Context: an optimization exercise on an open-source flow, tuned for small area and a short achievable clock period. The choices shown serve that exercise and are no tape-out recipe. Only simulation tests tie the RTL to the original design; equivalence was not proved. No activity file was given, so power comes from the tool's default toggle rates.

// trash_compactor_part1
module trash_compactor_part1 (
    input clk,
    input rst,
    input [31:0] data_in,
    input op,
    input valid_in,
    output ready,
    output reg finished,
    output reg [63:0] result
);
Size: ~3500 cells after synthesis, roughly 100 I/O pins, roughly 33000 um2 of cells after synthesis.
Settings: LEC_CHECK=0, CAP_MARGIN=20, CORE_MARGIN=2, CORE_UTILIZATION=40, CTS_CLUSTER_DIAMETER=100, CTS_CLUSTER_SIZE=24, PLACE_DENSITY=0.6, SLEW_MARGIN=20; clock period 10.0 ns.
standard.sh (not shown) runs the stock make flow with config.mk's settings and CLKGATE_MAP_FILE= SYNTH_SCRIPT=/design/flow/synth_recipe.tcl, a recipe that flattens the netlist after the stock synthesis.
==> flow/flow/run.sh <==
#!/bin/bash
# Layout: the standard flow with the standard synthesis; the later steps
# repair setup timing towards a slack of 7.0 ns (a shorter achieved period),
# and the port buffers start as buf_2 (resized later where timing needs it).
set -euo pipefail
bash standard.sh synth > synth.log 2>&1
bash standard.sh SETUP_SLACK_MARGIN=7.0 "BUFFER_PORTS_ARGS=-buffer_cell sky130_fd_sc_hd__buf_2" finish > layout.log 2>&1
Rerun with:
==> flow/flow/run.sh (replaced) <==
#!/bin/bash
# Layout: the standard flow with the standard synthesis; the later steps
# repair setup timing towards a slack of 6.6 ns (a shorter achieved period),
# the port buffers start as buf_2 (resized later where timing needs it), and
# the clock tree is built without dummy balancing loads.
set -euo pipefail
bash standard.sh synth > synth.log 2>&1
bash standard.sh SETUP_SLACK_MARGIN=6.6 "BUFFER_PORTS_ARGS=-buffer_cell sky130_fd_sc_hd__buf_2" \
  "CTS_ARGS=-sink_clustering_enable -repair_clock_nets -sink_clustering_size 24 -sink_clustering_max_diameter 100 -dont_use_dummy_load" \
  finish > layout.log 2>&1
Settings changed: CTS_CLUSTER_DIAMETER 100 to unset, CTS_CLUSTER_SIZE 24 to unset.
=> The new run completed with no timing, DRC or antenna violations; non-clock buffer count came out lower by 245; die area does not change; routed wire length is lower by roughly a tenth.

* * *

trash_compactor_part1 again, from the RTL that the note above started with.
==> flow/config.mk <==
export PLATFORM = sky130hd
export DESIGN_NAME = trash_compactor_part1
export DESIGN_NICKNAME = trash_compactor_part1
export VERILOG_FILES = /design/flow/design.v
export SDC_FILE = /design/flow/constraint.sdc
export NUM_CORES = 4
export LEC_CHECK = 0
export CAP_MARGIN = 20
export CORE_MARGIN = 2
export CORE_UTILIZATION = 40
export PLACE_DENSITY = 0.6
export SLEW_MARGIN = 20
==> flow/constraint.sdc <==
create_clock -name core_clock -period 10.0 [get_ports {clk}]
set_input_delay 2.0000 -clock core_clock [delete_from_list [all_inputs] [get_ports {clk}]]
set_output_delay 2.0000 -clock core_clock [all_outputs]
set_load 0.01 [all_outputs]
==> flow/flow/run.sh <==
#!/bin/bash
# Layout: the standard flow with the standard synthesis; the later steps
# repair setup timing towards a slack of 6.7 ns (a shorter achieved period),
# the port buffers start as buf_2 (resized later where timing needs it), and
# the clock tree is built without dummy balancing loads.
set -euo pipefail
bash standard.sh synth > synth.log 2>&1
bash standard.sh SETUP_SLACK_MARGIN=6.7 "BUFFER_PORTS_ARGS=-buffer_cell sky130_fd_sc_hd__buf_2" \
  "CTS_ARGS=-sink_clustering_enable -repair_clock_nets -sink_clustering_size 24 -sink_clustering_max_diameter 100 -dont_use_dummy_load" \
  finish > layout.log 2>&1
The baseline finished with timing, DRC and antenna clean.
==> next run, changes <==
==> flow/flow/run.sh (replaced) <==
#!/bin/bash
# Layout: the standard flow with the standard synthesis; the later steps
# repair setup timing towards a slack of 6.8 ns (a shorter achieved period),
# the port buffers start as buf_2 (resized later where timing needs it), and
# the clock tree is built without dummy balancing loads.
set -euo pipefail
bash standard.sh synth > synth.log 2>&1
bash standard.sh SETUP_SLACK_MARGIN=6.8 "BUFFER_PORTS_ARGS=-buffer_cell sky130_fd_sc_hd__buf_2" \
  "CTS_ARGS=-sink_clustering_enable -repair_clock_nets -sink_clustering_size 24 -sink_clustering_max_diameter 100 -dont_use_dummy_load" \
  finish > layout.log 2>&1
After rerunning: The changed run produced a clean layout. Total power came out higher by 2.2%. Clock-buffer cell count came out higher by 1. Cell area came out higher by 3.1%. Clock power came out higher by about 1%. Wire length came out higher by 2.2%. Critical path depth stays the same. Global-route usage came out higher by 0.27 points. Cell count came out higher by 1.2%.
==> next run, changes <==
==> flow/flow/run.sh (replaced) <==
#!/bin/bash
# Layout: the standard flow with the standard synthesis; the later steps
# repair setup timing towards a slack of 6.7 ns (a shorter achieved period),
# and the port buffers start as buf_2 (resized later where timing needs it).
set -euo pipefail
bash standard.sh synth > synth.log 2>&1
bash standard.sh SETUP_SLACK_MARGIN=6.7 "BUFFER_PORTS_ARGS=-buffer_cell sky130_fd_sc_hd__buf_2" finish > layout.log 2>&1
CTS_CLUSTER_DIAMETER = 100   (was default)
CTS_CLUSTER_SIZE = 24   (was default)
The new run produced a clean layout.
Total power goes down by about 1%.
Clock power goes up by about 9%.
Wire length goes down by about 2.7%.
Combinational power goes down by about 3%.
Setup slack improves by 13 ps.
Count of clock-buffer cells in the layout goes up by 5.

-- port drivers added, routing unchanged --
The results above use ideal ports. As a check the final layouts listed here were re-extracted and re-timed, cells and wires unchanged. Step 1 sets driving cells, clkbuf_16 on the clock port and buf_2 on the other inputs (assumed; they add their load-dependent delay and slew). Step 2 times the ports against the registers' clock, not the clock port: input delays grow and output delays shrink by t, the midpoint of the rising clock arrivals with the driver on. Slacks: ideal / step 1 / step 2; pairs: ideal / step 1.
run	shift t [ns]	setup WS [ns]	pins driven straight from the clock port
the first run of note 1	0.649	6.744 / 6.744 / 6.636	1
the second run of note 1	0.617	6.676 / 6.676 / 6.154	1
the first run of note 2	0.615	6.728 / 6.728 / 6.300	1
the second run of note 2	0.631	6.738 / 6.738 / 6.323	1
the third run of note 2	0.647	6.750 / 6.750 / 6.285	1
After both steps every run listed still meets setup and hold. The setup slack of the second run of note 1, which loses most, moves by 0.000 ns with the drivers and by -0.522 ns with both steps.
